This is an optimization exercise on Yosys and OpenROAD, whose aim is small area and a short achievable clock period, not a production implementation.
Function was not checked in any run shown here: the RTL went through the layout flow alone.
Power figures rest on the tool's default switching activity, not on a simulated workload.

## flow/design.v (module list and top-level ports; edited modules follow where they fit)
// module vedicmult_16bit: 1578 lines
// module FA: 4 lines
// module XN2: 3 lines
// module OR2: 3 lines
// module X2: 3 lines
// module NR2: 3 lines
// module AOI21: 3 lines
// module OAI21: 3 lines
// module NAND2M: 3 lines
// module NOR2M: 3 lines
// module INV1: 3 lines
module vedicmult_16bit(input [15:0] a, b,
input clk, reset,
output reg [31:0] out);
  // ...
==> flow/flow/run.sh <==
#!/bin/bash
# Own layout flow: the standard ORFS flow (standard.sh), with the input and
# output port buffers made of plain buf_2 cells (the default picks a delay cell);
# the output buffers are then cut down to buf_1 before detailed placement.
set -euo pipefail
export BUFFER_PORTS_ARGS="-buffer_cell sky130_fd_sc_hd__buf_2"
export PRE_FLOORPLAN_TCL="$PWD/flow/pre_floorplan.tcl"
export PRE_DETAIL_PLACE_TCL="$PWD/flow/pre_detail_place.tcl"
bash standard.sh > standard.log 2>&1
==> flow/flow/pre_detail_place.tcl <==
# Output ports drive only the 10 fF pin load and have ample slack: their port
# buffers can be the smallest buffer.
set n 0
foreach inst [[ord::get_db_block] getInsts] {
  set m [[$inst getMaster] getName]
  set name [$inst getName]
  if { $m eq "sky130_fd_sc_hd__buf_2" && [string match "output*" $name] } {
    replace_cell [get_cells $name] sky130_fd_sc_hd__buf_1
    incr n
  }
}
puts "pre_detail_place: resized $n output buffers"
==> flow/flow/pre_floorplan.tcl <==
# Synthesis (abc) maps each Booth selector to an a22oi_2; the _1 cell is the
# same function in less area and easily drives the single gate it feeds.
set swaps {sky130_fd_sc_hd__a22oi_2 sky130_fd_sc_hd__a22oi_1}
set n 0
foreach inst [[ord::get_db_block] getInsts] {
  set m [[$inst getMaster] getName]
  if { [dict exists $swaps $m] } {
    replace_cell [get_cells [$inst getName]] [dict get $swaps $m]
    incr n
  }
}
puts "pre_floorplan: resized $n cells"
==> flow/standard.sh <==
#!/bin/bash
# synth_recipe.tcl (not shown) runs the flow's synth.tcl, then flattens the netlist and writes it again
# the make line also repeats each setting of config.mk as NAME=value (left out here)
make -C /OpenROAD-flow-scripts/flow DESIGN_CONFIG=/design/flow/config.mk WORK_HOME=/design/flow/orfs CLKGATE_MAP_FILE= SYNTH_SCRIPT=/design/flow/synth_recipe.tcl "${@:-finish}"
==> flow/config.mk <==
export PLATFORM = sky130hd
export DESIGN_NAME = vedicmult_16bit
export DESIGN_NICKNAME = vedicmult_16bit
export VERILOG_FILES = /design/flow/design.v
export SDC_FILE = /design/flow/constraint.sdc
export NUM_CORES = 4
export LEC_CHECK = 0
export CAP_MARGIN = 20
export CORE_MARGIN = 2
export CORE_UTILIZATION = 40
export CTS_BUF_LIST = sky130_fd_sc_hd__clkbuf_4
export CTS_CLUSTER_SIZE = 8
export SLEW_MARGIN = 20
export SYNTH_HIERARCHICAL = 1
export SYNTH_MINIMUM_KEEP_SIZE = 0
==> flow/constraint.sdc <==
create_clock -name core_clock -period 17.0 [get_ports {clk}]
set_input_delay 3.4000 -clock core_clock [delete_from_list [all_inputs] [get_ports {clk}]]
set_output_delay 3.4000 -clock core_clock [all_outputs]
set_load 0.01 [all_outputs]
==> out/qor.yml, run 1 <==
synth_most_common_cell: "nand2_1"
hp-class: "in -> reg"
drt_iter0_drc: 193
cp-end-kind: "flip-flop"
utilization_pct: 42.3
crit_top_cell: "fa_1"
placed_cells: 1049
p_switching_w: 0.000926
slew_violations: 0
status: "complete, no violations"
clkSinkCount: 32
power.total_w: 0.00177
placed_area_mm2: 0.00785
largestRegisters: "out: 32 flops"
track_usage_pct: 20.1
register_area_um2: 641
ios: 66
numCtsBuffers: 5
buf_share_pct: 3.69
clkCellAreaFrac_pct: 0.947
dr.pass1.iters: 4
layout.cells.non_filler: 1058
synthArstFlopShare_pct: 0
wl_met2_um: 9120
holdWs_ns: 3.50
ys_seq_elements: 32
stdcell_area_mm2: 0.00793
clkPwrFrac_pct: 3.3
clockBufferDepth: 2
grt_pass1_vias: 6030
rsz0062_at_grt: "false"
synth_fa_ha_area_share_pct: 51.3
cp-endpoint: "out[23]"
whs_path_depth: 2
start_util_pct: 41.0
antenna_found_initial: 1
setup_violations: 0
==> run 2: changes to the inputs <==
--- a/flow/design.v
+++ b/flow/design.v
@@ -734,161 +734,200 @@
 wire p475;
 wire g476;
 wire p477;
 wire g478;
 wire p479;
 wire g480;
 wire p481;
 wire p482;
-wire g483;
-wire o484;
-wire o485;
-wire g486;
-wire o487;
-wire i488;
-wire g489;
-wire o490;
-wire g491;
-wire p492;
-wire g493;
-wire o494;
-wire g495;
-wire o496;
-wire g497;
-wire p498;
-wire i499;
-wire g500;
-wire o501;
-wire i502;
-wire g503;
-wire i504;
-wire p505;
-wire g506;
-wire o507;
-wire g508;
-wire p509;
+wire t483;
+wire t484;
+wire t485;
+wire t486;
+wire t487;
+wire t488;
+wire t489;
+wire t490;
+wire t491;
+wire t492;
+wire t493;
+wire t494;
+wire t495;
+wire t496;
+wire t497;
+wire t498;
+wire t499;
+wire t500;
+wire t501;
+wire t502;
+wire t503;
+wire t504;
+wire t505;
+wire t506;
+wire t507;
+wire t508;
+wire t509;
 wire g510;
-wire p511;
-wire g512;
-wire o513;
-wire i514;
+wire g511;
+wire p512;
+wire g513;
+wire p514;
 wire g515;
-wire o516;
+wire p516;
 wire g517;
 wire p518;
 wire g519;
-wire o520;
-wire i521;
-wire g522;
-wire i523;
+wire p520;
+wire g521;
+wire p522;
+wire g523;
 wire p524;
 wire g525;
-wire o526;
+wire p526;
 wire g527;
 wire p528;
 wire g529;
 wire p530;
 wire g531;
-wire o532;
+wire p532;
 wire g533;
 wire p534;
 wire g535;
-wire o536;
+wire p536;
 wire g537;
 wire p538;
-wire i539;
-wire g540;
-wire i541;
+wire g539;
+wire p540;
+wire g541;
 wire p542;
 wire g543;
-wire o544;
-wire i545;
-wire g546;
-wire i547;
+wire p544;
+wire g545;
+wire p546;
+wire g547;
 wire p548;
 wire g549;
 wire p550;
 wire g551;
-wire o552;
+wire p552;
 wire g553;
 wire p554;
 wire g555;
 wire p556;
 wire g557;
 wire p558;
 wire g559;
-wire o560;
+wire p560;
 wire g561;
-wire o562;
+wire p562;
 wire g563;
 wire p564;
-wire i565;
-wire g566;
-wire o567;
-wire i568;
+wire g565;
+wire p566;
+wire g567;
+wire p568;
 wire g569;
-wire i570;
-wire p571;
-wire g572;
-wire o573;
-wire g574;
-wire p575;
-wire g576;
-wire p577;
-wire g578;
-wire o579;
-wire g580;
-wire p581;
-wire g582;
-wire o583;
-wire g584;
-wire p585;
-wire i586;
+wire p570;
+wire g571;
+wire p572;
+wire g573;
+wire p574;
+wire g575;
+wire p576;
+wire g577;
+wire p578;
+wire g579;
+wire p580;
+wire g581;
+wire p582;
+wire g583;
+wire p584;
+wire g585;
+wire p586;
 wire g587;
-wire i588;
-wire p589;
-wire g590;
-wire o591;
-wire i592;
+wire p588;
+wire g589;
+wire p590;
+wire g591;
+wire p592;
 wire g593;
-wire i594;
-wire p595;
-wire g596;
-wire p597;
-wire g598;
-wire o599;
-wire g600;
-wire p601;
-wire g602;
-wire p603;
-wire g604;
-wire p605;
-wire g606;
-wire o607;
-wire i608;
+wire p594;
+wire g595;
+wire p596;
+wire g597;
+wire p598;
+wire g599;
+wire p600;
+wire g601;
+wire p602;
+wire g603;
+wire p604;
+wire g605;
+wire p606;
+wire g607;
+wire p608;
 wire g609;
-wire i610;
-wire p611;
-wire g612;
-wire o613;
-wire g614;
-wire p615;
-wire g616;
-wire p617;
-wire g618;
-wire o619;
-wire i620;
+wire p610;
+wire g611;
+wire p612;
+wire g613;
+wire p614;
+wire g615;
+wire p616;
+wire g617;
+wire p618;
+wire g619;
+wire p620;
 wire g621;
-wire i622;
-wire p623;
-wire g624;
-wire p625;
-wire g626;
-wire o627;
+wire p622;
+wire g623;
+wire p624;
+wire g625;
+wire p626;
+wire g627;
+wire p628;
+wire g629;
+wire p630;
+wire g631;
+wire p632;
+wire g633;
+wire p634;
+wire g635;
+wire p636;
+wire g637;
+wire p638;
+wire o639;
+wire o640;
+wire o641;
+wire o642;
+wire o643;
+wire o644;
+wire o645;
+wire o646;
+wire o647;
+wire o648;
+wire o649;
+wire o650;
+wire o651;
+wire o652;
+wire o653;
+wire o654;
+wire o655;
+wire o656;
+wire o657;
+wire o658;
+wire o659;
+wire o660;
+wire o661;
+wire o662;
+wire o663;
+wire o664;
+wire o665;
+wire o666;
 assign pp0_0 = ~(a[0] & b[0]);
 assign pp0_1 = ~(a[1] & b[0]);
 assign pp0_2 = ~(a[2] & b[0]);
 assign pp0_3 = ~(a[3] & b[0]);
 assign pp0_4 = ~(a[4] & b[0]);
 assign pp0_5 = ~(a[5] & b[0]);
 assign pp0_6 = ~(a[6] & b[0]);
 assign pp0_7 = ~(a[7] & b[0]);
@@ -1420,162 +1459,201 @@
 X2 u_p475 (.x(s415), .y(c414), .o(p475));
 NR2 u_g476 (.x(s417), .y(c416), .o(g476));
 X2 u_p477 (.x(s417), .y(c416), .o(p477));
 NR2 u_g478 (.x(s419), .y(c418), .o(g478));
 X2 u_p479 (.x(s419), .y(c418), .o(p479));
 NR2 u_g480 (.x(pp15_15), .y(c420), .o(g480));
 X2 u_p481 (.x(pp15_15), .y(c420), .o(p481));
 assign p482 = 1'b0;
-assign g483 = g428 | (p429 & ci427);
-XN2 u_o484 (.x(p429), .y(ci427), .o(o484));
-XN2 u_o485 (.x(p431), .y(g483), .o(o485));
-AOI21 u_g486 (.a1(p431), .a2(g483), .b(g430), .o(g486));
-X2 u_o487 (.x(p433), .y(g486), .o(o487));
-INV1 u_i488 (.x(g486), .o(i488));
-AOI21 u_g489 (.a1(p433), .a2(i488), .b(g432), .o(g489));
-X2 u_o490 (.x(p435), .y(g489), .o(o490));
-AOI21 u_g491 (.a1(p435), .a2(g432), .b(g434), .o(g491));
-NAND2M u_p492 (.x(p435), .y(p433), .o(p492));
-OAI21 u_g493 (.a1(p492), .a2(g486), .b(g491), .o(g493));
-XN2 u_o494 (.x(p437), .y(g493), .o(o494));
-AOI21 u_g495 (.a1(p437), .a2(g493), .b(g436), .o(g495));
-X2 u_o496 (.x(p439), .y(g495), .o(o496));
-AOI21 u_g497 (.a1(p439), .a2(g436), .b(g438), .o(g497));
-NAND2M u_p498 (.x(p439), .y(p437), .o(p498));
-INV1 u_i499 (.x(g493), .o(i499));
-OAI21 u_g500 (.a1(p498), .a2(i499), .b(g497), .o(g500));
-XN2 u_o501 (.x(p441), .y(g500), .o(o501));
-INV1 u_i502 (.x(g497), .o(i502));
-AOI21 u_g503 (.a1(p441), .a2(i502), .b(g440), .o(g503));
-INV1 u_i504 (.x(p498), .o(i504));
-NAND2M u_p505 (.x(p441), .y(i504), .o(p505));
-OAI21 u_g506 (.a1(p505), .a2(i499), .b(g503), .o(g506));
-XN2 u_o507 (.x(p443), .y(g506), .o(o507));
-AOI21 u_g508 (.a1(p443), .a2(g440), .b(g442), .o(g508));
-NAND2M u_p509 (.x(p443), .y(p441), .o(p509));
-OAI21 u_g510 (.a1(p509), .a2(g497), .b(g508), .o(g510));
-NOR2M u_p511 (.x(p509), .y(p498), .o(p511));
-AOI21 u_g512 (.a1(p511), .a2(g493), .b(g510), .o(g512));
-X2 u_o513 (.x(p445), .y(g512), .o(o513));
-INV1 u_i514 (.x(g512), .o(i514));
-AOI21 u_g515 (.a1(p445), .a2(i514), .b(g444), .o(g515));
-X2 u_o516 (.x(p447), .y(g515), .o(o516));
-AOI21 u_g517 (.a1(p447), .a2(g444), .b(g446), .o(g517));
-NAND2M u_p518 (.x(p447), .y(p445), .o(p518));
-OAI21 u_g519 (.a1(p518), .a2(g512), .b(g517), .o(g519));
-XN2 u_o520 (.x(p449), .y(g519), .o(o520));
-INV1 u_i521 (.x(g517), .o(i521));
-AOI21 u_g522 (.a1(p449), .a2(i521), .b(g448), .o(g522));
-INV1 u_i523 (.x(p518), .o(i523));
-NAND2M u_p524 (.x(p449), .y(i523), .o(p524));
-OAI21 u_g525 (.a1(p524), .a2(g512), .b(g522), .o(g525));
-XN2 u_o526 (.x(p451), .y(g525), .o(o526));
-AOI21 u_g527 (.a1(p451), .a2(g448), .b(g450), .o(g527));
-NAND2M u_p528 (.x(p451), .y(p449), .o(p528));
-OAI21 u_g529 (.a1(p528), .a2(g517), .b(g527), .o(g529));
-NOR2M u_p530 (.x(p528), .y(p518), .o(p530));
-AOI21 u_g531 (.a1(p530), .a2(i514), .b(g529), .o(g531));
-X2 u_o532 (.x(p453), .y(g531), .o(o532));
-AOI21 u_g533 (.a1(p453), .a2(g529), .b(g452), .o(g533));
-NAND2M u_p534 (.x(p453), .y(p530), .o(p534));
-OAI21 u_g535 (.a1(p534), .a2(g512), .b(g533), .o(g535));
-XN2 u_o536 (.x(p455), .y(g535), .o(o536));
-AOI21 u_g537 (.a1(p455), .a2(g452), .b(g454), .o(g537));
-NAND2M u_p538 (.x(p455), .y(p453), .o(p538));
-INV1 u_i539 (.x(g529), .o(i539));
-OAI21 u_g540 (.a1(p538), .a2(i539), .b(g537), .o(g540));
-INV1 u_i541 (.x(p530), .o(i541));
-NOR2M u_p542 (.x(p538), .y(i541), .o(p542));
-AOI21 u_g543 (.a1(p542), .a2(i514), .b(g540), .o(g543));
-X2 u_o544 (.x(p457), .y(g543), .o(o544));
-INV1 u_i545 (.x(g537), .o(i545));
-AOI21 u_g546 (.a1(p457), .a2(i545), .b(g456), .o(g546));
-INV1 u_i547 (.x(p538), .o(i547));
-NAND2M u_p548 (.x(p457), .y(i547), .o(p548));
-OAI21 u_g549 (.a1(p548), .a2(i539), .b(g546), .o(g549));
-NOR2M u_p550 (.x(p548), .y(i541), .o(p550));
-AOI21 u_g551 (.a1(p550), .a2(i514), .b(g549), .o(g551));
-X2 u_o552 (.x(p459), .y(g551), .o(o552));
-AOI21 u_g553 (.a1(p459), .a2(g456), .b(g458), .o(g553));
-NAND2M u_p554 (.x(p459), .y(p457), .o(p554));
-OAI21 u_g555 (.a1(p554), .a2(g537), .b(g553), .o(g555));
-NOR2M u_p556 (.x(p554), .y(p538), .o(p556));
-AOI21 u_g557 (.a1(p556), .a2(g529), .b(g555), .o(g557));
-NAND2M u_p558 (.x(p556), .y(p530), .o(p558));
-OAI21 u_g559 (.a1(p558), .a2(g512), .b(g557), .o(g559));
-XN2 u_o560 (.x(p461), .y(g559), .o(o560));
-AOI21 u_g561 (.a1(p461), .a2(g559), .b(g460), .o(g561));
-X2 u_o562 (.x(p463), .y(g561), .o(o562));
-AOI21 u_g563 (.a1(p463), .a2(g460), .b(g462), .o(g563));
-NAND2M u_p564 (.x(p463), .y(p461), .o(p564));
-INV1 u_i565 (.x(g559), .o(i565));
-OAI21 u_g566 (.a1(p564), .a2(i565), .b(g563), .o(g566));
-XN2 u_o567 (.x(p465), .y(g566), .o(o567));
-INV1 u_i568 (.x(g563), .o(i568));
-AOI21 u_g569 (.a1(p465), .a2(i568), .b(g464), .o(g569));
-INV1 u_i570 (.x(p564), .o(i570));
-NAND2M u_p571 (.x(p465), .y(i570), .o(p571));
-OAI21 u_g572 (.a1(p571), .a2(i565), .b(g569), .o(g572));
-XN2 u_o573 (.x(p467), .y(g572), .o(o573));
-AOI21 u_g574 (.a1(p467), .a2(g464), .b(g466), .o(g574));
-NAND2M u_p575 (.x(p467), .y(p465), .o(p575));
-OAI21 u_g576 (.a1(p575), .a2(g563), .b(g574), .o(g576));
-NOR2M u_p577 (.x(p575), .y(p564), .o(p577));
-AOI21 u_g578 (.a1(p577), .a2(g559), .b(g576), .o(g578));
-X2 u_o579 (.x(p469), .y(g578), .o(o579));
-AOI21 u_g580 (.a1(p469), .a2(g576), .b(g468), .o(g580));
-NAND2M u_p581 (.x(p469), .y(p577), .o(p581));
-OAI21 u_g582 (.a1(p581), .a2(i565), .b(g580), .o(g582));
-XN2 u_o583 (.x(p471), .y(g582), .o(o583));
-AOI21 u_g584 (.a1(p471), .a2(g468), .b(g470), .o(g584));
-NAND2M u_p585 (.x(p471), .y(p469), .o(p585));
-INV1 u_i586 (.x(g576), .o(i586));
-OAI21 u_g587 (.a1(p585), .a2(i586), .b(g584), .o(g587));
-INV1 u_i588 (.x(p577), .o(i588));
-NOR2M u_p589 (.x(p585), .y(i588), .o(p589));
-AOI21 u_g590 (.a1(p589), .a2(g559), .b(g587), .o(g590));
-X2 u_o591 (.x(p473), .y(g590), .o(o591));
-INV1 u_i592 (.x(g584), .o(i592));
-AOI21 u_g593 (.a1(p473), .a2(i592), .b(g472), .o(g593));
-INV1 u_i594 (.x(p585), .o(i594));
-NAND2M u_p595 (.x(p473), .y(i594), .o(p595));
-OAI21 u_g596 (.a1(p595), .a2(i586), .b(g593), .o(g596));
-NOR2M u_p597 (.x(p595), .y(i588), .o(p597));
-AOI21 u_g598 (.a1(p597), .a2(g559), .b(g596), .o(g598));
-X2 u_o599 (.x(p475), .y(g598), .o(o599));
-AOI21 u_g600 (.a1(p475), .a2(g472), .b(g474), .o(g600));
-NAND2M u_p601 (.x(p475), .y(p473), .o(p601));
-OAI21 u_g602 (.a1(p601), .a2(g584), .b(g600), .o(g602));
-NOR2M u_p603 (.x(p601), .y(p585), .o(p603));
-AOI21 u_g604 (.a1(p603), .a2(g576), .b(g602), .o(g604));
-NAND2M u_p605 (.x(p603), .y(p577), .o(p605));
-OAI21 u_g606 (.a1(p605), .a2(i565), .b(g604), .o(g606));
-XN2 u_o607 (.x(p477), .y(g606), .o(o607));
-INV1 u_i608 (.x(g604), .o(i608));
-AOI21 u_g609 (.a1(p477), .a2(i608), .b(g476), .o(g609));
-INV1 u_i610 (.x(p605), .o(i610));
-NAND2M u_p611 (.x(p477), .y(i610), .o(p611));
-OAI21 u_g612 (.a1(p611), .a2(i565), .b(g609), .o(g612));
-XN2 u_o613 (.x(p479), .y(g612), .o(o613));
-AOI21 u_g614 (.a1(p479), .a2(g476), .b(g478), .o(g614));
-NAND2M u_p615 (.x(p479), .y(p477), .o(p615));
-OAI21 u_g616 (.a1(p615), .a2(g604), .b(g614), .o(g616));
-NOR2M u_p617 (.x(p615), .y(p605), .o(p617));
-AOI21 u_g618 (.a1(p617), .a2(g559), .b(g616), .o(g618));
-X2 u_o619 (.x(p481), .y(g618), .o(o619));
-INV1 u_i620 (.x(g614), .o(i620));
-AOI21 u_g621 (.a1(p481), .a2(i620), .b(g480), .o(g621));
-INV1 u_i622 (.x(p615), .o(i622));
-NAND2M u_p623 (.x(p481), .y(i622), .o(p623));
-OAI21 u_g624 (.a1(p623), .a2(g604), .b(g621), .o(g624));
-NOR2M u_p625 (.x(p623), .y(p605), .o(p625));
-AOI21 u_g626 (.a1(p625), .a2(g559), .b(g624), .o(g626));
-X2 u_o627 (.x(p482), .y(g626), .o(o627));
-wire [31:0] prod = {~o627, ~o619, ~o613, ~o607, ~o599, ~o591, ~o583, ~o579, ~o573, ~o567, ~o562, ~o560, ~o552, ~o544, ~o536, ~o532, ~o526, ~o520, ~o516, ~o513, ~o507, ~o501, ~o496, ~o494, ~o490, ~o487, ~o485, ~o484, ~s425, ~s423, ~s421, ~pp0_0};
+NAND2M u_t483 (.x(s369), .y(c368), .o(t483));
+NAND2M u_t484 (.x(s371), .y(c370), .o(t484));
+NAND2M u_t485 (.x(s373), .y(c372), .o(t485));
+NAND2M u_t486 (.x(s375), .y(c374), .o(t486));
+NAND2M u_t487 (.x(s377), .y(c376), .o(t487));
+NAND2M u_t488 (.x(s379), .y(c378), .o(t488));
+NAND2M u_t489 (.x(s381), .y(c380), .o(t489));
+NAND2M u_t490 (.x(s383), .y(c382), .o(t490));
+NAND2M u_t491 (.x(s385), .y(c384), .o(t491));
+NAND2M u_t492 (.x(s387), .y(c386), .o(t492));
+NAND2M u_t493 (.x(s389), .y(c388), .o(t493));
+NAND2M u_t494 (.x(s391), .y(c390), .o(t494));
+NAND2M u_t495 (.x(s393), .y(c392), .o(t495));
+NAND2M u_t496 (.x(s395), .y(c394), .o(t496));
+NAND2M u_t497 (.x(s397), .y(c396), .o(t497));
+NAND2M u_t498 (.x(s399), .y(c398), .o(t498));
+NAND2M u_t499 (.x(s401), .y(c400), .o(t499));
+NAND2M u_t500 (.x(s403), .y(c402), .o(t500));
+NAND2M u_t501 (.x(s405), .y(c404), .o(t501));
+NAND2M u_t502 (.x(s407), .y(c406), .o(t502));
+NAND2M u_t503 (.x(s409), .y(c408), .o(t503));
+NAND2M u_t504 (.x(s411), .y(c410), .o(t504));
+NAND2M u_t505 (.x(s413), .y(c412), .o(t505));
+NAND2M u_t506 (.x(s415), .y(c414), .o(t506));
+NAND2M u_t507 (.x(s417), .y(c416), .o(t507));
+NAND2M u_t508 (.x(s419), .y(c418), .o(t508));
+NAND2M u_t509 (.x(pp15_15), .y(c420), .o(t509));
+assign g510 = g428 | (t483 & ci427);
+assign g511 = g430 | (t484 & g510);
+assign p512 = t484 & t483;
+assign g513 = g434 | (t486 & g432);
+assign p514 = t486 & t485;
+assign g515 = g438 | (t488 & g436);
+assign p516 = t488 & t487;
+assign g517 = g442 | (t490 & g440);
+assign p518 = t490 & t489;
+assign g519 = g446 | (t492 & g444);
+assign p520 = t492 & t491;
+assign g521 = g450 | (t494 & g448);
+assign p522 = t494 & t493;
+assign g523 = g454 | (t496 & g452);
+assign p524 = t496 & t495;
+assign g525 = g458 | (t498 & g456);
+assign p526 = t498 & t497;
+assign g527 = g462 | (t500 & g460);
+assign p528 = t500 & t499;
+assign g529 = g466 | (t502 & g464);
+assign p530 = t502 & t501;
+assign g531 = g470 | (t504 & g468);
+assign p532 = t504 & t503;
+assign g533 = g474 | (t506 & g472);
+assign p534 = t506 & t505;
+assign g535 = g478 | (t508 & g476);
+assign p536 = t508 & t507;
+assign g537 = 1'b0 | (p482 & g480);
+assign p538 = p482 & t509;
+assign g539 = g432 | (t485 & g511);
+assign p540 = t485 & p512;
+assign g541 = g513 | (p514 & g511);
+assign p542 = p514 & p512;
+assign g543 = g440 | (t489 & g515);
+assign p544 = t489 & p516;
+assign g545 = g517 | (p518 & g515);
+assign p546 = p518 & p516;
+assign g547 = g448 | (t493 & g519);
+assign p548 = t493 & p520;
+assign g549 = g521 | (p522 & g519);
+assign p550 = p522 & p520;
+assign g551 = g456 | (t497 & g523);
+assign p552 = t497 & p524;
+assign g553 = g525 | (p526 & g523);
+assign p554 = p526 & p524;
+assign g555 = g464 | (t501 & g527);
+assign p556 = t501 & p528;
+assign g557 = g529 | (p530 & g527);
+assign p558 = p530 & p528;
+assign g559 = g472 | (t505 & g531);
+assign p560 = t505 & p532;
+assign g561 = g533 | (p534 & g531);
+assign p562 = p534 & p532;
+assign g563 = g480 | (t509 & g535);
+assign p564 = t509 & p536;
+assign g565 = g537 | (p538 & g535);
+assign p566 = p538 & p536;
+assign g567 = g436 | (t487 & g541);
+assign p568 = t487 & p542;
+assign g569 = g515 | (p516 & g541);
+assign p570 = p516 & p542;
+assign g571 = g543 | (p544 & g541);
+assign p572 = p544 & p542;
+assign g573 = g545 | (p546 & g541);
+assign p574 = p546 & p542;
+assign g575 = g452 | (t495 & g549);
+assign p576 = t495 & p550;
+assign g577 = g523 | (p524 & g549);
+assign p578 = p524 & p550;
+assign g579 = g551 | (p552 & g549);
+assign p580 = p552 & p550;
+assign g581 = g553 | (p554 & g549);
+assign p582 = p554 & p550;
+assign g583 = g468 | (t503 & g557);
+assign p584 = t503 & p558;
+assign g585 = g531 | (p532 & g557);
+assign p586 = p532 & p558;
+assign g587 = g559 | (p560 & g557);
+assign p588 = p560 & p558;
+assign g589 = g561 | (p562 & g557);
+assign p590 = p562 & p558;
+assign g591 = g444 | (t491 & g573);
+assign p592 = t491 & p574;
+assign g593 = g519 | (p520 & g573);
+assign p594 = p520 & p574;
+assign g595 = g547 | (p548 & g573);
+assign p596 = p548 & p574;
+assign g597 = g549 | (p550 & g573);
+assign p598 = p550 & p574;
+assign g599 = g575 | (p576 & g573);
+assign p600 = p576 & p574;
+assign g601 = g577 | (p578 & g573);
+assign p602 = p578 & p574;
+assign g603 = g579 | (p580 & g573);
+assign p604 = p580 & p574;
+assign g605 = g581 | (p582 & g573);
+assign p606 = p582 & p574;
+assign g607 = g476 | (t507 & g589);
+assign p608 = t507 & p590;
+assign g609 = g535 | (p536 & g589);
+assign p610 = p536 & p590;
+assign g611 = g563 | (p564 & g589);
+assign p612 = p564 & p590;
+assign g613 = g565 | (p566 & g589);
+assign p614 = p566 & p590;
+assign g615 = g460 | (t499 & g605);
+assign p616 = t499 & p606;
+assign g617 = g527 | (p528 & g605);
+assign p618 = p528 & p606;
+assign g619 = g555 | (p556 & g605);
+assign p620 = p556 & p606;
+assign g621 = g557 | (p558 & g605);
+assign p622 = p558 & p606;
+assign g623 = g583 | (p584 & g605);
+assign p624 = p584 & p606;
+assign g625 = g585 | (p586 & g605);
+assign p626 = p586 & p606;
+assign g627 = g587 | (p588 & g605);
+assign p628 = p588 & p606;
+assign g629 = g589 | (p590 & g605);
+assign p630 = p590 & p606;
+assign g631 = g607 | (p608 & g605);
+assign p632 = p608 & p606;
+assign g633 = g609 | (p610 & g605);
+assign p634 = p610 & p606;
+assign g635 = g611 | (p612 & g605);
+assign p636 = p612 & p606;
+assign g637 = g613 | (p614 & g605);
+assign p638 = p614 & p606;
+XN2 u_o639 (.x(p429), .y(ci427), .o(o639));
+XN2 u_o640 (.x(p431), .y(g510), .o(o640));
+XN2 u_o641 (.x(p433), .y(g511), .o(o641));
+XN2 u_o642 (.x(p435), .y(g539), .o(o642));
+XN2 u_o643 (.x(p437), .y(g541), .o(o643));
+XN2 u_o644 (.x(p439), .y(g567), .o(o644));
+XN2 u_o645 (.x(p441), .y(g569), .o(o645));
+XN2 u_o646 (.x(p443), .y(g571), .o(o646));
+XN2 u_o647 (.x(p445), .y(g573), .o(o647));
+XN2 u_o648 (.x(p447), .y(g591), .o(o648));
+XN2 u_o649 (.x(p449), .y(g593), .o(o649));
+XN2 u_o650 (.x(p451), .y(g595), .o(o650));
+XN2 u_o651 (.x(p453), .y(g597), .o(o651));
+XN2 u_o652 (.x(p455), .y(g599), .o(o652));
+XN2 u_o653 (.x(p457), .y(g601), .o(o653));
+XN2 u_o654 (.x(p459), .y(g603), .o(o654));
+XN2 u_o655 (.x(p461), .y(g605), .o(o655));
+XN2 u_o656 (.x(p463), .y(g615), .o(o656));
+XN2 u_o657 (.x(p465), .y(g617), .o(o657));
+XN2 u_o658 (.x(p467), .y(g619), .o(o658));
+XN2 u_o659 (.x(p469), .y(g621), .o(o659));
+XN2 u_o660 (.x(p471), .y(g623), .o(o660));
+XN2 u_o661 (.x(p473), .y(g625), .o(o661));
+XN2 u_o662 (.x(p475), .y(g627), .o(o662));
+XN2 u_o663 (.x(p477), .y(g629), .o(o663));
+XN2 u_o664 (.x(p479), .y(g631), .o(o664));
+XN2 u_o665 (.x(p481), .y(g633), .o(o665));
+XN2 u_o666 (.x(p482), .y(g635), .o(o666));
+wire [31:0] prod = {~o666, ~o665, ~o664, ~o663, ~o662, ~o661, ~o660, ~o659, ~o658, ~o657, ~o656, ~o655, ~o654, ~o653, ~o652, ~o651, ~o650, ~o649, ~o648, ~o647, ~o646, ~o645, ~o644, ~o643, ~o642, ~o641, ~o640, ~o639, ~s425, ~s423, ~s421, ~pp0_0};
 always @(posedge clk) begin
   if (reset) out <= prod;
   else out <= 32'd0;
 end
 endmodule
 module FA(input x, y, z, output s, c);
 assign s = x ^ y ^ z;
 assign c = (x & y) | (x & z) | (y & z);
@@ -1587,23 +1665,11 @@
 assign o = x | y;
 endmodule
 module X2(input x, y, output o);
 assign o = x ^ y;
 endmodule
 module NR2(input x, y, output o);
 assign o = ~(x | y);
 endmodule
-module AOI21(input a1, a2, b, output o);
-assign o = ~(b | (a1 & a2));
-endmodule
-module OAI21(input a1, a2, b, output o);
-assign o = ~(b & (a1 | a2));
-endmodule
 module NAND2M(input x, y, output o);
 assign o = ~(x & y);
 endmodule
-module NOR2M(input x, y, output o);
-assign o = ~(x | y);
-endmodule
-module INV1(input x, output o);
-assign o = ~x;
-endmodule
==> flow/flow/run.sh (replaced) <==
#!/bin/bash
# Own layout flow: the standard ORFS flow (standard.sh), with the input and
# output port buffers made of plain buf_2 cells (the default picks a delay cell);
# the output buffers are then cut down to buf_1 before detailed placement.
set -euo pipefail
export BUFFER_PORTS_ARGS="-buffer_cell sky130_fd_sc_hd__buf_2"
export PRE_FLOORPLAN_TCL="$PWD/flow/pre_floorplan.tcl"
export PRE_DETAIL_PLACE_TCL="$PWD/flow/pre_detail_place.tcl"
export SETUP_SLACK_MARGIN=8.8
bash standard.sh > standard.log 2>&1
==> flow/config.mk (replaced) <==
export PLATFORM = sky130hd
export DESIGN_NAME = vedicmult_16bit
export DESIGN_NICKNAME = vedicmult_16bit
export VERILOG_FILES = /design/flow/design.v
export SDC_FILE = /design/flow/constraint.sdc
export NUM_CORES = 4
export LEC_CHECK = 0
export CAP_MARGIN = 20
export CORE_MARGIN = 2
export CORE_UTILIZATION = 40
export CTS_BUF_LIST = sky130_fd_sc_hd__clkbuf_8
export CTS_CLUSTER_SIZE = 8
export SLEW_MARGIN = 20
export SYNTH_HIERARCHICAL = 1
export SYNTH_MINIMUM_KEEP_SIZE = 0
==> out/qor.yml, run 2 <==
status: "complete, no violations"  # unchanged
cp.arrival_ns: 8.19  # was 8.65 ns
hp-class: "in -> reg"  # unchanged
ys_seq_elements: 32  # unchanged
cts_tree: "built"  # unchanged
hold_viol: 0  # unchanged
chipWidth_um: 140  # was 143 um
synth_area_per_cell_um2: 9.35  # was 9.45 um2
syn_nets: 1020  # was 1045
largestRegisters: "out: 32 flops"  # unchanged
startpoint_type: "primary input"  # unchanged
top_layer_used: "met4"  # unchanged
multiInputGateArea_mm2: 0.00650  # was 0.00654 mm2
p_leak_nw: 2.85  # was 2.83 nW
synthSimpleGateAreaFrac_pct: 21.5  # was 19.8%
setup_violations: 0  # unchanged
syn_to_final_growth_pct: 7.97  # was 3.11%
yosysSeqAreaShare_pct: 8.68  # was 8.33%
dr.pass1.iters: 4  # unchanged
dp_hpwl_um: 14200  # was 14700 um
synth_area_leaders: "fa_1 (53%), nand2_1 (15%), dfxtp_1 (8.7%)"  # was fa_1 (51%), nand2_1 (14%), dfxtp_1 (8.3%)
overflow: 0  # unchanged
register_area_um2: 641  # unchanged
core_area_mm2: 0.0180  # was 0.0188 mm2
fmax_mhz: 125  # was 119 MHz
grt_pass1_vias: 5892  # was 6030
period_needed_ns: 7.99  # was 8.39 ns
largest_reg_flops: 32  # unchanged
wl_met3_um: 1240  # was 1340 um
grt_pass1_wl_um: 31000  # was 31300 um
drt-met1-wl_um: 7140  # was 7580 um
synthArstFlopShare_pct: 0  # unchanged
layout-drive-gt1-share_pct: 7.38  # was 9.36%
track_usage_pct: 20.5  # was 20.1%
diodes: 0  # was 1
die_h_um: 140  # was 143 um
synthCells: 789  # was 814
synth_most_common_cell: "nand2_1"  # unchanged
clk_pin_slew_worst_paths_ns: 0.07  # was 0.10 ns
power_density_mw_per_mm2: 216  # was 223 mW/mm2
route.detailed.drc: 0  # unchanged
grt_max_degree: 33  # unchanged
clockBufferDepth: 2  # unchanged
crit_chain: "buf_2, nand2_1, fa_1, fa_1, fa_1, fa_1, fa_1, nand2_1, and4_2, a221o_1, a21oi_4, o31ai_4, buf_4, a211o_2, xnor2_1, nor2b_1"  # was buf_2, nand2_1, fa_1, fa_1, fa_1, fa_1, fa_1, fa_1, xor2_1, nand2_1, nor2_1, nand2_1, o21ai_1, buf_4, inv_1, o21ai_1, xnor2_1, and2b_1
synth_edf_count: 0  # unchanged
required_ns: 17.20  # was 17.26 ns
maxCapViolCount: 0  # unchanged
nFillCells: 1782  # was 1874
synth_top_area_share_pct: 53.4  # was 51.3%
vias: 5442  # was 5496
synth_fa_ha_area_share_pct: 53.4  # was 51.3%
dieArea_mm2: 0.0196  # was 0.0204 mm2
synth_cell_types: 35  # was 19
root_buffer: "clkbuf_8"  # was clkbuf_4
ys_top_cells_by_count: "nand2_1 (288), fa_1 (197), clkbuf_1 (65), xnor2_1 (44), nor2b_1 (34)"  # was nand2_1 (278), fa_1 (197), xor2_1 (41), nor2_1 (38), a21oi_2 (37)
gp_congestion: 0.847  # about the same
cp_top_family: "adder cells"  # unchanged
fin_nets: 1030  # was 1053
netlist_area_mm2: 0.00738  # was 0.00769 mm2
rows: 49  # was 50
numCtsBuffers: 5  # unchanged
crit_top_cell: "fa_1"  # unchanged
max_flop_register: "out"  # unchanged
crit_slowest_cell: "fa_1"  # unchanged
drt_iter0_drc: 264  # was 193
layout_commonest_cell: "nand2_1"  # unchanged
cts-htree-levels: 2  # unchanged
rsz0062_at_grt: "false"  # unchanged
critPathMaxStageDelay_ns: 0.59  # was 0.57 ns
synth_compound_area_share_pct: 4.43  # was 5.81%
synth_top_family_by_area: "adder cells"  # unchanged
detail_route.vias_per_cell: 5.29  # was 5.19
cp-end-kind: "flip-flop"  # unchanged
cts_hold_buf: 0  # unchanged
clkSinkCount: 32  # unchanged
ys.flop_type: "dfxtp_1"  # unchanged
ios: 66  # unchanged
synthMuxAreaShare_pct: 0  # unchanged
wl_met2_um: 9800  # was 9120 um
cp_num_buf_inv: 2  # was 3
start_util_pct: 40.9  # was 41.0%
slew_violations: 0  # unchanged
critPathKind: "in -> reg"  # unchanged
yosysWarnings: 7  # unchanged
setup_tns_ns: 0  # unchanged
max-vdd-ir-drop_uv: 224  # was 166 uV
cp_max_fo: 16  # unchanged
min_period_over_period_pct: 47.0  # was 49.3%
holdWs_ns: 3.42  # was 3.50 ns
antenna_found_initial: 0  # was 1
mostFrequentLayoutCells: "nand2_1 (288), fa_1 (194), xnor2_1 (43)"  # was nand2_1 (278), fa_1 (197), xor2_1 (41)
detail-route-antenna-nets: 0  # unchanged
wl_per_cell_um: 18.2  # was 17.5 um
portBuffers: 65  # unchanged
yosysTopAreaCell: "fa_1"  # unchanged
postRouteWirelength_um: 18700  # was 18500 um
synth_xor_area_share_pct: 8.43  # was 8.09%
-- run 2: changes by cell type after synthesis, moves of 8 or more --
cell,previous run,this run
a21oi_1,0,8
xor2_1,41,27
clkbuf_2,30,0
nor2b_1,1,34
o21ai_1,23,0
a21o_1,1,17
inv_1,23,3
nor2_1,38,28
and2b_1,30,0
xnor2_1,30,44
buf_4,27,0
a21oi_2,37,1
clkbuf_1,0,65
nand2_1,278,288
-- run 2: logic make-up after synthesis --
kind of cell | Yosys count
flops | 32
other cells | 1
buf+inv | 68
xor+xnor | 71
compound gates | 42
fa+ha+maj | 197
simple gates | 378
-- run 2: final cells by class --
type	count	area share (%)
Sequential cell	32	8.04
Multi-Input combinational cell	689	81.6
Tap cell	229	3.60
Clock inverter	3	0.487
Inverter	3	0.141
Clock buffer	5	0.864
Timing Repair Buffer	68	5.26
-- run 2: power by group --
part / internal (W) / total (W) / switching [W]
clock: 0.0000429 / 0.0000761 / 0.0000332
combinational: 0.000721 / 0.00152 / 0.000801
sequential: 0.000115 / 0.000121 / 0.00000602
-- run 2: metrics by stage --
stage	total power, W	worst slack (ns)	area (um2)	cells	utilization, %
6_report	0.00172	9.01	7970	1029	44.2
5_1_grt	0.00192	8.76	7970	1029	44.2
4_1_cts	0.00169	8.81	7820	1026	43.4
3_5_place_dp	0.00160	8.50	7710	1018	42.8
3_3_place_gp	0.00160	8.54	7750	1018	43.0
2_1_floorplan	0.00135	8.80	7410	789	-
-- run 2: modules after synthesis (local to each module, per instance) --
module / cells inside / cell area (um2) / flops+latches / copies in the design
vedicmult_16bit: 451 / 2510 / 32 / 1
FA: 1 / 20.0 / 0 / 197
X2: 1 / 8.76 / 0 / 27
XN2: 1 / 8.76 / 0 / 44
OR2: 1 / 6.26 / 0 / 16
NAND2M: 1 / 3.75 / 0 / 27
NR2: 1 / 3.75 / 0 / 27
-- run 2: final timing paths --
path              from  endpoint  slack [ns]  cells after the start
setup / recovery  a[1]   out[27]        9.01                     16
hold / removal    b[0]    out[0]        3.42                      2
-- run 2: per-layer routing --
layer	GRT usage, %	vias up
met4	5.89	0
met3	3.79	31
met2	36.3	211
met5	0	-
met1	25.7	2800
li1	-	2400
-- run 2: repair_timing --
item | 4_1_cts | 5_1_grt
setup buffers | 0 | 3
endpoints found under the setup margin | 0 | 10
gates resized for setup | 0 | 58
hold endpoints to repair | 0 | 0

-- static timing again, ports no longer ideal --
The flow's constraints put no driver on any port. The routed layouts listed below were extracted and timed again, unchanged, in two steps.
Step 1 sets driving cells, clkbuf_16 on the clock port and buf_2 on the other inputs (assumed; they add their load-dependent delay and slew).
Step 2 adds t to the input delays and takes it off the output delays; t is the mean of the earliest and latest rising clock arrival at the registers after step 1. Input paths then give back, and output paths get back, about the clock's delay inside the block.
Slacks: ideal ports / drivers / drivers and shift; pairs: ideal ports / drivers.
| run | t (ns) | setup WS [ns] | worst slew at a driven data input, ns |
|---|---|---|---|
| run 1 | 0.399 | 8.614 / 8.628 / 8.229 | 0.05 |
| run 2 | 0.345 | 9.012 / 9.017 / 8.673 | 0.06 |
After both steps setup and hold are still met in every run listed. For run 1, which loses most, drivers alone change the setup slack by +0.014 ns; drivers and shift together by -0.385 ns.
